From an optimization exercise on the open Yosys and OpenROAD flow, aimed at small area; shortcuts taken in it are not production practice. In this exercise RTL edits were held to simulation tests only and were not proved equivalent to the original. Power figures rest on the tool's default switching activity, not on a simulated workload.

==> flow/design.v <==
module timer_mary89(clock, reset,adjust, start_stop, mode, d5, d4, d3, d2, d1, d0);
	input         clock, reset, adjust, start_stop, mode;
	output reg [3:0] d5, d4, d3, d2, d1, d0;
	reg [7:0] state;
	reg [3:0] a_0, a_1, a_2, a_3, a_4, a_5;
	reg [3:0] c_0, c_1, c_2, c_3, c_4, c_5, h_0, s_0, s_1;
	reg [3:0] alarm_0, alarm_1, alarm_2, alarm_3, alarm_4, alarm_5, temp_0, temp_1, temp_2;
	reg [3:0] clock_0, clock_1, clock_2, clock_3, clock_4, clock_5;
   reg [5:0] tick;
   reg [4:0] flash;
	wire click, for_flash;
	reg snap;
	parameter s0=0, s1=1, s2=2, s3=3, s4=4, s5=5, s6=6, s7=7, s8=8, s9=9;
   parameter s10=10, s11=11, s12=12, s13=13, s14=14, s15=15, s16=16, s17=17, s18=18, s19=19, s20=20;
	always @(posedge clock or negedge reset)begin
		if(!reset)
			tick <=0;
		else if(tick == 6'd50)
			tick <= 0;
		else
			tick <= tick + 1;
	end
	always @(posedge clock or negedge reset)begin 
		if(!reset)
			flash <=0;
		else if(flash == 5'd25)
			flash <= 0;
		else
			flash <= flash + 1;
	end 
	assign click = ((tick == 6'd50)?1'b1:1'b0);
	assign for_flash = ((flash == 5'd25)?1'b1:1'b0);
	always @(posedge clock or negedge reset) begin
	   if(!reset)begin							 
		  state <= s0;								 
		end
		else begin
			case(state)
				s0:state <= s1;					 
				s1:begin
					if(mode)  						 
						state <= s2;  				 
					else 
						state <= s1;				 
					end 
				s2:begin     						 
					if(start_stop) 				 
						state <= s3;				 
					else if(mode)					 
						state <= s1;				 
					else if(adjust)				 
						state <= s2;				 
					else 
						state <= s2;				 
					end 
				s3: begin							 
					 if(adjust)   					 
						state <= s8;				 
					 else if(start_stop)			 
						state <= s10;				 
					 else if(mode)					 
						state <= s9;				 
					 else 
						state <= s3;
					 end
				s4: begin 							 
					 if(mode)						 
				   	state <= s5; 				 
					 else if(start_stop)			 
						state <= s6;             
					 else 
						state <= s4;				 
					 end 
				s5: begin
					 if(mode)						 
						state <=s4;					 
					 else if(start_stop)			 
						state <= s7;				 
					 else 
						state <= s5;				 
					 end 
				s6: begin							 
					 if(adjust)						 
						state <= s8;				 
					 else 
						state <= s6;
					 end 
			   s7: begin							 
						if(adjust)					 
							state <= s8;			 
						else
							state <= s7;			
					 end 
			   s8: begin								 
					  if(adjust)						 
					     state <= s4;					 
					  else if(start_stop)			 
						  state <= s18;
					  else 
						  state <=s8;				    
					  end 
			   s9: begin								 
				    if(mode)							 
						state <= s3;					
					 else if(adjust)					 
					   state <= s11;					 
					 else 
						state <= s9;					 
				    end 
				s10:begin								 
					 if(start_stop)					 
						state <= s3;					 
					 else if(adjust)					 
						state <= s8;					 
					 else 
						state <= s10;					 
					 end 
				s11:begin
				    if(start_stop)				 
					   state <= s12;				 
					 else 
					   state <= s11;				 
					 end
				s12:begin
					 if(mode)						 
						state <= s13;				 
					 else 
					   state <= s12;				 
				    end
				s13:begin
					  if(start_stop)				 
					    state <= s14;				  
					  else
						 state <= s13;				  
					 end
				s14:begin
					  if(mode)
						 state <= s15;			     
					  else 
						 state <= s14;				  
					 end 
			   s15:begin							 
					  if(start_stop)
						 state <= s16;				
					  else 
						 state <= s15;
					 end
				s16:begin
					  if(adjust)
						  state <= s17;
					  else 
						  state <= s16;
					 end 
				s17:begin
					 if(mode)
						state <= s3;
					 else 
						state <= s17;
					 end
				s18:begin
					 if(mode)
						state <= s9;
					 else if(start_stop)
					   state <= s19;
					 else 
						state <= s18;
					 end 
				s19:begin
					 if(start_stop)
					   state <= s18;
					 else 
						state <= s19;
					 end
				s20:begin
				     state <= s20;
					 end
			endcase 
	   end
	end
	always @(posedge clock)begin
		case(state)
			s0: begin 
				alarm_0 <= 4'd0; alarm_1 <= 4'd0; alarm_2 <= 4'd1;
				alarm_3 <= 4'd0; alarm_4 <= 4'd0; alarm_5 <= 4'ha;	
		   end
			s4:begin
			   if(for_flash)begin  
					if(alarm_4 == a_4)
				      alarm_4 <= 4'hb;
			      else 
				      alarm_4 <= a_4;
	       	   end
				end 
			s6: begin
				 if(start_stop)begin
					if(alarm_4 == 4'd0)begin
						alarm_4 <= 4'd9;
					end
					else begin
					  alarm_4 <= alarm_4 + 4'd1;
					end 
				 end 
				 end 
			s7: begin
				 if(start_stop)begin
					if(alarm_2 == 4'd0)begin
						alarm_2 <= 4'd9;
					end
					else begin
						alarm_2 <= alarm_2 + 4'd1;
					end 
				 end
				 end
			s18:begin
				 if(alarm_0 == 4'd0 && alarm_1 == 4'd0 && alarm_2 == 4'd0)begin
					 alarm_0 <= h_0; alarm_1 <= h_0; alarm_2 <= h_0;
				 end 
				 else begin
				 if(click)begin
				   if(alarm_0 == 4'd0)begin
							alarm_0 <= 4'd9;
							if(alarm_1 == 4'd0)begin
							   alarm_1 <= 4'd5;
								if(alarm_2 == 4'd0)begin
								 alarm_2 <= 4'd9;
								end 
								else begin
								 alarm_2 <= alarm_2 - 4'd1;
								end 
							 end
							 else begin
							   alarm_1 <= alarm_1-4'd1;
							 end 
						end
    					else begin
							alarm_0 <= alarm_0 - 4'd1;
						end
			     end 
				 end
			  end 	 
		endcase 
	end 
	always @(posedge clock or negedge reset)begin
	  if(!reset)begin
	    clock_0 <= 4'd0; clock_1 <= 4'd0; clock_2 <= 4'd0;
		 clock_3 <= 4'd0; clock_4 <= 4'd2; clock_5 <= 4'd1;
	  end
	  else begin
		 case(state)
			s14:begin
				  if(start_stop)begin
					  if(clock_2== 4'd9)begin
					     clock_2 <= 4'd0;
						  if(clock_3 == 4'd5)begin
						    clock_3 <= 4'd0;
						  end 
						  else begin
							 clock_3 <= clock_3 + 4'd1;
						  end 
					  end
					  else begin
						  clock_2 <= clock_2 + 4'd1;
					  end  
				  end 
				 end 
			  s16:begin
					if(start_stop)begin
						if(clock_4==4'd2)begin
						   clock_4 <= 4'd0;
							if(clock_5 == 4'd1)begin
								clock_5 <= 4'd0;
							end 
							else begin
								clock_5 <= clock_5 + 4'd1;
						   end 						
						end
						else begin
							clock_4 <= clock_4 + 4'd1;
						end 
					end 
				   end
			  s17:begin
						if(click)begin	
							if(clock_0 == 4'd9)begin
								clock_0 <= 4'd0;
								if(clock_1 == 4'd5)begin
									clock_1 <= 4'd0;
									if(clock_2 == 4'd9)begin
										clock_2 <= 4'd0;
										if(clock_3 == 4'd5)begin
											clock_3 <= 4'd0;
											if(clock_4 == 4'd2)begin
												clock_4 <= 4'd0;
												if(clock_5 == 4'd1)begin
													clock_5 <= 4'd0;
												end 
												else begin
													clock_5 <= clock_5 + 4'd1;
												end
											end
											else begin
												clock_4 <= clock_4 + 4'd1;
											end 
										end 
										else begin
											clock_3 <= clock_3 + 4'd1;
										end
									end
									else begin
										clock_2 <= clock_2 + 4'd1;
									end
								 end 
								 else begin
									 clock_1 <= clock_1 + 4'd1;
								 end 
							end
							else begin
								clock_0 <= clock_0 + 4'd1;
						   end			  
					 end
			      end
		 endcase 
		end 
	end 
	always @(posedge clock or negedge reset) begin	
	  if(!reset)begin
			a_0 <= 4'd0; a_1 <= 4'd0; a_2 <= 4'd1; a_3 <= 4'd0;
			a_4 <= 4'd0; a_5 <= 4'd0;
	  end
	  else begin
	    case(state)
			s3:begin
				if(click)begin
					if(a_2== 4'd1)begin
					   a_2 <= 4'd0;
					end 
					if(a_0 == 4'd0)begin
							a_0 <= 4'd9;
							if(a_1 == 4'd0)begin
							   a_1 <= 4'd5;
							 end 
							 else begin
							   a_1 <= a_1-4'd1;
							 end 
						end
    					else begin
							a_0 <= a_0 - 4'd1;
						end
			     end 
			 end
		  endcase 
		end
	 end
	 always @(posedge clock or negedge reset) begin
	  if(!reset)begin
			c_0 <= 4'd0; c_1 <= 4'd0; c_2 <= 4'd0; c_3 <= 4'd0;
			c_4 <= 4'd2; c_5 <= 4'd1;
	  end
	  else begin
		 if(click)begin	
			if(c_0 == 4'd9)begin
				c_0 <= 4'd0;
				if(c_1 == 4'd5)begin
					c_1 <= 4'd0;
					if(c_2 == 4'd9)begin
					   c_2 <= 4'd0;
						if(c_3 == 4'd5)begin
							c_3 <= 4'd0;
							if(c_4 == 4'd2)begin
							   c_4 <= 4'd0;
								if(c_5 == 4'd1)begin
									c_5 <= 4'd0;
								end 
								else begin
								   c_5 <= c_5 + 4'd1;
								end
							end
							else begin
							   c_4 <= c_4 + 4'd1;
							end 
						end 
						else begin
						   c_3 <= c_3 + 4'd1;
						end
					end
					else begin
					   c_2 <= c_2 + 4'd1;
					end
				 end 
				 else begin
					 c_1 <= c_1 + 4'd1;
				 end 
			end
			else begin
				c_0 <= c_0 + 4'd1;
			end			  
		 end
	  end
	 end 
	always @(posedge clock or negedge reset) begin
	   if(!reset)
		   h_0 <= 4'd0;
	   else if(for_flash)begin  
		   if(h_0 == 4'd0)
				  h_0 <= 4'hb;
			 else 
				  h_0 <= 4'd0;
		end
	end
	always @(*)begin
		d0 = 4'd0; d1 = 4'd0; d2 = 4'd0;
		d3 = 4'd0; d4 = 4'd0; d5 = 4'd0;
		case(state)
			s0:begin  
			   d0 = 4'h8; d1 = 4'h8;
				d2 = 4'h8; d3 = 4'h3;
				d4 = 4'hb; d5 = 4'hb;
			end
			s1:begin  
				d0 = clock_0; d1 = clock_1;
				d2 = clock_2; d3 = clock_3;
				d4 = clock_4; d5 = clock_5;
			end 
			s2:begin   
				d0 = 4'd0; d1 = 4'd0;
			   d2 = 4'd1; d3 = 4'd0;
			   d4 = 4'd0; d5 = alarm_5;
			end
			s3:begin   
				d0 = a_0;  d1 = a_1;
				d2 = a_2;  d3 = a_3;
				d4 = a_4;  d5 = alarm_5;
			end
			s4:begin 			 
				d0 = alarm_0; d1 = alarm_1;
				d2 = alarm_2; d3 = alarm_3;
				d4 = h_0;     d5 = alarm_5;
			end
			s5:begin 			 
				d0 = alarm_0;  d1 = alarm_1;
				d2 = h_0;      d3 = h_0;
				d4 = a_4;  d5 = alarm_5;
			end 
			s6:begin				 
				d0 = alarm_0;  d1 = alarm_1;
				d2 = alarm_2;  d3 = alarm_3;
				d4 = alarm_4;  d5 = alarm_5;	
			end 
			s7:begin				 
				d0 = alarm_0;  d1 = alarm_1;
				d2 = alarm_2;  d3 = alarm_3;
				d4 = a_4;  d5 = alarm_5;
			   end 
			s8:begin
				d0 = alarm_0; d1 = alarm_1;
			   d2 = alarm_2; d3 = alarm_3;
			   d4 = a_4; d5 = alarm_5;
				end 
			s9:begin
				d0 = c_0;     d1 = c_1;
			   d2 = c_2; 	  d3 = c_3;
			   d4 = c_4;     d5 = c_5;
				end 
			s10:begin  
				d0 = a_0;  d1 = a_1;
				d2 = a_2;  d3 = a_3;
				d4 = a_4;  d5 = alarm_5;
			end
			s11:begin  
				d0 = h_0; d1 = h_0;
				d2 = c_2; d3 = c_3;
				d4 = c_4; d5 = c_5;
				end
			s12:begin  
				 d0 = clock_0; d1 = clock_1;
				 d2 = c_2; d3 = c_3;
				 d4 = c_4; d5 = c_5;
				 end
			s13:begin
			    d0 = c_0; d1 = c_1;
				 d2 = h_0; d3 = h_0;
				 d4 = c_4; d5 = c_5;
				 end
			s14:begin
			    d0 = c_0; d1 = c_1;
				 d2 = clock_2; d3 = clock_3;
				 d4 = c_4; d5 = c_5;	 
				 end
			s15:begin
				 d0 = c_0; d1 = c_1;
				 d2 = c_2; d3 = c_3;
				 d4 = h_0; d5 = h_0;			
				 end	
         s16:begin
				 d0 = c_0; d1 = c_1;
				 d2 = c_2; d3 = c_3;
				 d4 = c_4; d5 = c_5;	
				 end
			s17:begin
			    d0 = clock_0; d1 = clock_1;
				 d2 = clock_2; d3 = clock_3;
				 d4 = clock_4; d5 = clock_5;	
				 end
			s18:begin
				 d0 = alarm_0; d1 = alarm_1;
				 d2 = alarm_2; d3 = alarm_3;
				 d4 = a_4;     d5 = alarm_5;
				 end 
			s19:begin  
				 d0 = alarm_0; d1 = alarm_1;
				 d2 = alarm_2; d3 = alarm_3;
				 d4 = a_4;     d5 = alarm_5;
				 end
		   s20:begin
			    d0 = h_0; d1 = h_0;
				 d2 = h_0; d3 = h_0;
				 d4 = h_0; d5 = alarm_5;
				 end
		endcase 		
	end 	
endmodule
==> flow/run.sh <==
#!/bin/bash
# synth_recipe.tcl (not shown) runs the flow's synth.tcl, then flattens the netlist and writes it again
# the make line also repeats each setting of config.mk as NAME=value (left out here)
make -C /OpenROAD-flow-scripts/flow DESIGN_CONFIG=/design/flow/config.mk WORK_HOME=/design/flow/orfs CLKGATE_MAP_FILE= SYNTH_SCRIPT=/design/flow/synth_recipe.tcl finish
==> flow/config.mk <==
export PLATFORM = sky130hd
export DESIGN_NAME = timer_mary89
export DESIGN_NICKNAME = timer_mary89
export VERILOG_FILES = /design/flow/design.v
export SDC_FILE = /design/flow/constraint.sdc
export NUM_CORES = 4
export LEC_CHECK = 0
export CAP_MARGIN = 20
export CORE_MARGIN = 2
export CORE_UTILIZATION = 40
export SLEW_MARGIN = 20
==> flow/constraint.sdc <==
create_clock -name core_clock -period 5.0 [get_ports {clock}]
set_input_delay 1.0000 -clock core_clock [delete_from_list [all_inputs] [get_ports {clock}]]
set_output_delay 1.0000 -clock core_clock [all_outputs]
set_load 0.01 [all_outputs]
==> run summary <==
[area by class of cell]
cell class / instances / area (sq um) / area share
clock buffers: 13 / 240 / 0.0375
clock inverters: 3 / 18.8 / 0.00293
inverters: 23 / 86.3 / 0.0135
multi-input cells: 493 / 3150 / 0.491
flip-flops and latches: 90 / 2340 / 0.365
well taps: 180 / 225 / 0.0351
repair buffers: 36 / 350 / 0.0547
[worst paths after layout]
check	end	cells past startpoint	start	slack (ns)
min in group asynchronous	clock_5[2]	1	reset	0.61
worst min register to register	flash[0]	1	flash[0]	0.49
worst max register to register	alarm_1[2]	5	state[2]	1.99
worst min-delay path	flash[0]	1	flash[0]	0.49
max in group asynchronous	a_2	2	reset	3.73
worst max-delay path	d1[1]	7	state[0]	0.83
[logic make-up (layout without fill, tap and decap cells)]
kind of cell	Yosys count	after routing
fa+ha+maj	8	8
xor+xnor	39	39
compound gates	160	160
buf+inv	51	75
simple gates	272	272
mux	14	14
flops	90	90
[routing by layer]
layer,routed length (um),track usage
met5,0,0
met3,835,0.0351
met4,211,0.0646
met2,6910,0.322
met1,6890,0.288
[report_power, final]
group	switching [W]	internal [W]
clock network	0.000290	0.000337
registers	0.000202	0.000838
logic	0.000834	0.000635
[metrics by stage]
step                      instances  instance area (sq um)  power (W)  utilization
after floorplan                 634                   5700    0.00193            -
after global placement          821                   6130    0.00247        0.442
after detailed placement        821                   6130    0.00249        0.442
after CTS                       837                   6390    0.00313        0.460
after global routing            838                   6410    0.00334        0.462
final                           838                   6410    0.00314        0.462
[cell usage in the layout (no fill, tap or decap), types with 4 or more instances in the layout]
master	count
sky130_fd_sc_hd__a211oi_1	4
sky130_fd_sc_hd__a21o_1	5
sky130_fd_sc_hd__a21oi_1	35
sky130_fd_sc_hd__a221o_1	9
sky130_fd_sc_hd__a222oi_1	4
sky130_fd_sc_hd__a22o_1	6
sky130_fd_sc_hd__a22oi_1	12
sky130_fd_sc_hd__a31oi_1	7
sky130_fd_sc_hd__and2_1	6
sky130_fd_sc_hd__and3_1	4
sky130_fd_sc_hd__buf_4	8
sky130_fd_sc_hd__clkbuf_1	4
sky130_fd_sc_hd__clkbuf_16	9
sky130_fd_sc_hd__clkdlybuf4s50_1	27
sky130_fd_sc_hd__dfrtp_1	69
sky130_fd_sc_hd__dfstp_2	5
sky130_fd_sc_hd__edfxtp_1	16
sky130_fd_sc_hd__ha_1	8
sky130_fd_sc_hd__inv_1	22
sky130_fd_sc_hd__mux2_2	7
sky130_fd_sc_hd__mux2i_1	5
sky130_fd_sc_hd__nand2_1	75
sky130_fd_sc_hd__nand2b_1	18
sky130_fd_sc_hd__nand3_1	29
sky130_fd_sc_hd__nand3b_1	4
sky130_fd_sc_hd__nand4_1	16
sky130_fd_sc_hd__nor2_1	47
sky130_fd_sc_hd__nor2b_1	12
sky130_fd_sc_hd__nor3_1	17
sky130_fd_sc_hd__nor3b_1	6
sky130_fd_sc_hd__o21a_1	4
sky130_fd_sc_hd__o21ai_0	41
sky130_fd_sc_hd__o2bb2ai_1	4
sky130_fd_sc_hd__or3_1	7
sky130_fd_sc_hd__xnor2_1	28
sky130_fd_sc_hd__xor2_1	11
==> parameters.txt <==
Parameter                              Value

Status
  Outcome ... finished clean

Route
  First-pass iteration count of the detailed router ... 6
  Total detailed-routing wirelength ... around 15 mm
  Via-per-instance ratio ... approximately 6
  DRC Markers ... 0
  WL/cell ... 17.7 um
  Routed Antenna Nets ... 0
  Count of vias placed by the detailed router ... a little over 5k
  Number of DRC markers after the initial detailed-route iteration ... between 500 and 600

Clocking
  Post-cts sizing count ... 0
  Number of H-tree levels ... 3
  Deepest clock path buffer count ... 2
  Hold-fix buffer count after cts ... 0
  Inserted Clock Buffers ... 9
  Clock-pin slew on the worst setup and hold paths ... ~0.060 ns
  Sink Count ... 90
  Worst-skew pair later-pin latency ... about 0.36 ns
  Clk root buf ... sky130_fd_sc_hd__clkbuf_16
  Post-CTS Setup Bufs ... 0
  TritonCTS clock tree ... built

Synthesis
  Synthesized netlist cell count ... 634
  Average cell area after synthesis ... between 8 and 9 sq um
  Fraction of synthesized cell area in xor and xnor cells ... 0.0599
  Cell area after synthesis ... 0.00570 sq mm
  Warning count from the yosys run ... 1
  Proportion of register bits with asynchronous set or reset after synthesis ... 0.822
  Post-synthesis adder-cell area fraction ... 0.0176
  EDFF count, synth ... 16
  Proportion of synthesized chip area in sequential cells ... 0.410
  Most frequently used cell type in the post-synthesis netlist ... sky130_fd_sc_hd__nand2_1
  Dominant cell type by area after synthesis ... sky130_fd_sc_hd__dfrtp_1
  Area fraction in and, or, nand and nor cells after synthesis ... 0.255
  Proportion of netlist area held by the largest area contributor ... 0.303
  Compound-gate portion of the synthesized area ... 0.193
  Commonest register cell after synthesis ... sky130_fd_sc_hd__dfrtp_1
  Most area-consuming cells after synthesis ... sky130_fd_sc_hd__dfrtp_1 (30%), sky130_fd_sc_hd__edfxtp_1 (8.4%), sky130_fd_sc_hd__nand2_1 (4.9%)
  Number of synthesized register bits ... 90
  Syn nets ... 647
  Dominant combinational cell family by area after synthesis ... simple AND/OR/NAND/NOR gates
  Leading cell types by count after synthesis ... sky130_fd_sc_hd__nand2_1 (75), sky130_fd_sc_hd__dfrtp_1 (69), sky130_fd_sc_hd__nor2_1 (47), sky130_fd_sc_hd__o21ai_0 (41), sky130_fd_sc_hd__a21oi_1 (35)
  Multiplexer fraction of the synthesized cell area ... 0.0266
  Number of distinct library cell variants in the gate-level netlist after synthesis ... 73

Critical path
  Critical Path Slowest Stage Cell ... sky130_fd_sc_hd__dfrtp_1
  CP top delay family ... buffers and inverters
  Critical path data required time ... roughly 4.0 ns
  Nature of the critical path endpoint ... output port
  Setup Crit Path Kind ... reg -> out
  Data arrival time of the worst path ... around 3.2 ns
  Total buffers and inverters traversed by the critical path ... 2
  Peak fanout along the critical path ... 19
  Critical Path Source Type ... flop
  CP cell instances ... buf_4 > nor2_1 > nand3_1 > o21ai_1 > a22oi_1 > nand4_1 > clkdlybuf4s50_1
  Maximum single-stage delay on the critical path ... roughly 0.58 ns

STA
  Unrepaired setup endpoints after global routing ... false
  Slew margin rel. ... 0.404
  Achievable Freq ... ~240 MHz
  Min Hold Slack ... slightly below 0.5 ns
  Final number of setup-violating endpoints ... 0
  Post-layout min period ... roughly 4.2 ns
  Final total negative setup slack ... 0 ns
  Final worst-path cycle share ... 0.833
  Worst Max-Slew Pin Slew ... just under 0.9 ns
  Final Hold Vio Count ... 0
  Worst clock skew on the final layout ... approximately 0.013 ns
  Number of pins with negative max-slew slack in the final report ... 0
  Minimum setup slack in the final design ... ~0.83 ns

Floorplanning
  Die area ... around 0.015 sq mm
  Number of I/O pins ... 29
  Initial standard-cell utilization of the core ... 0.410
  Row Count ... 43
  Die Wd ... between 100 and 150 um
  Core ar. ... around 0.014 sq mm
  Vertical extent of the die ... 123 um

Global routing
  Leftover overflow at the end of global routing ... 0
  Global-route wire length before repair ... between 20 and 25 mm
  Maximum number of pins on one net before global-route repair ... 75
  Initial antenna violation count ... 0
  Via count of the first global-routing pass ... 4775
  Total routing resource utilization after global routing ... 0.205

Layout
  Biggest regs ... tick x6, flash x5, state x5
  FILL cells ... approximately 1.3k
  Flip-flop count of the largest register, all copies and words added ... 6
  Share of cells above drive strength 1 ... 0.0775
  Antenna diode count ... 0
  Number of nets in the finished design ... ~670
  Register with the most flip-flops ... tick
  Synthesis-to-layout area growth ... 12.5%

Power
  Leakage ... between 2 and 3 nW
  Pwr per Cell Area ... around 500 mW/mm^2
  Max VDD drop ... 0.201 mV

Place
  Post-place setup slack ... 1.24 ns
  Placed wire-length estimate ... roughly 11 mm
  I/O Buffers ... 28
  Weighted congestion at the end of routability-driven global placement ... 0.944

Min path
  Class of the tightest hold or removal check ... reg -> reg

Flow run
  Max-cap check violation count ... 0

==> port drivers added, routing unchanged <==
How much do the figures lean on ideal ports? The routed layout below was timed once more, with nothing changed but the port constraints.
Step 1 (the two cells are an assumption about what drives the block):
set clk [get_ports {clock}]
set_driving_cell -lib_cell sky130_fd_sc_hd__clkbuf_16 $clk
set_driving_cell -lib_cell sky130_fd_sc_hd__buf_2 [delete_from_list [all_inputs] $clk]
Step 2 times the ports against the registers' clock, not the clock port: input delays grow and output delays shrink by t, the midpoint of the rising clock arrivals with the driver on.
Three values: ideal ports, drivers, drivers and shift; two values: the first two.
shift t [ns]: 0.391
slack for setup (ns): 0.834 / 0.792 / 1.183
worst setup path at the end: register to output
After both steps setup and hold are still met in this run. The setup slack of this run moves by -0.042 ns with the drivers and by +0.349 ns with both steps.
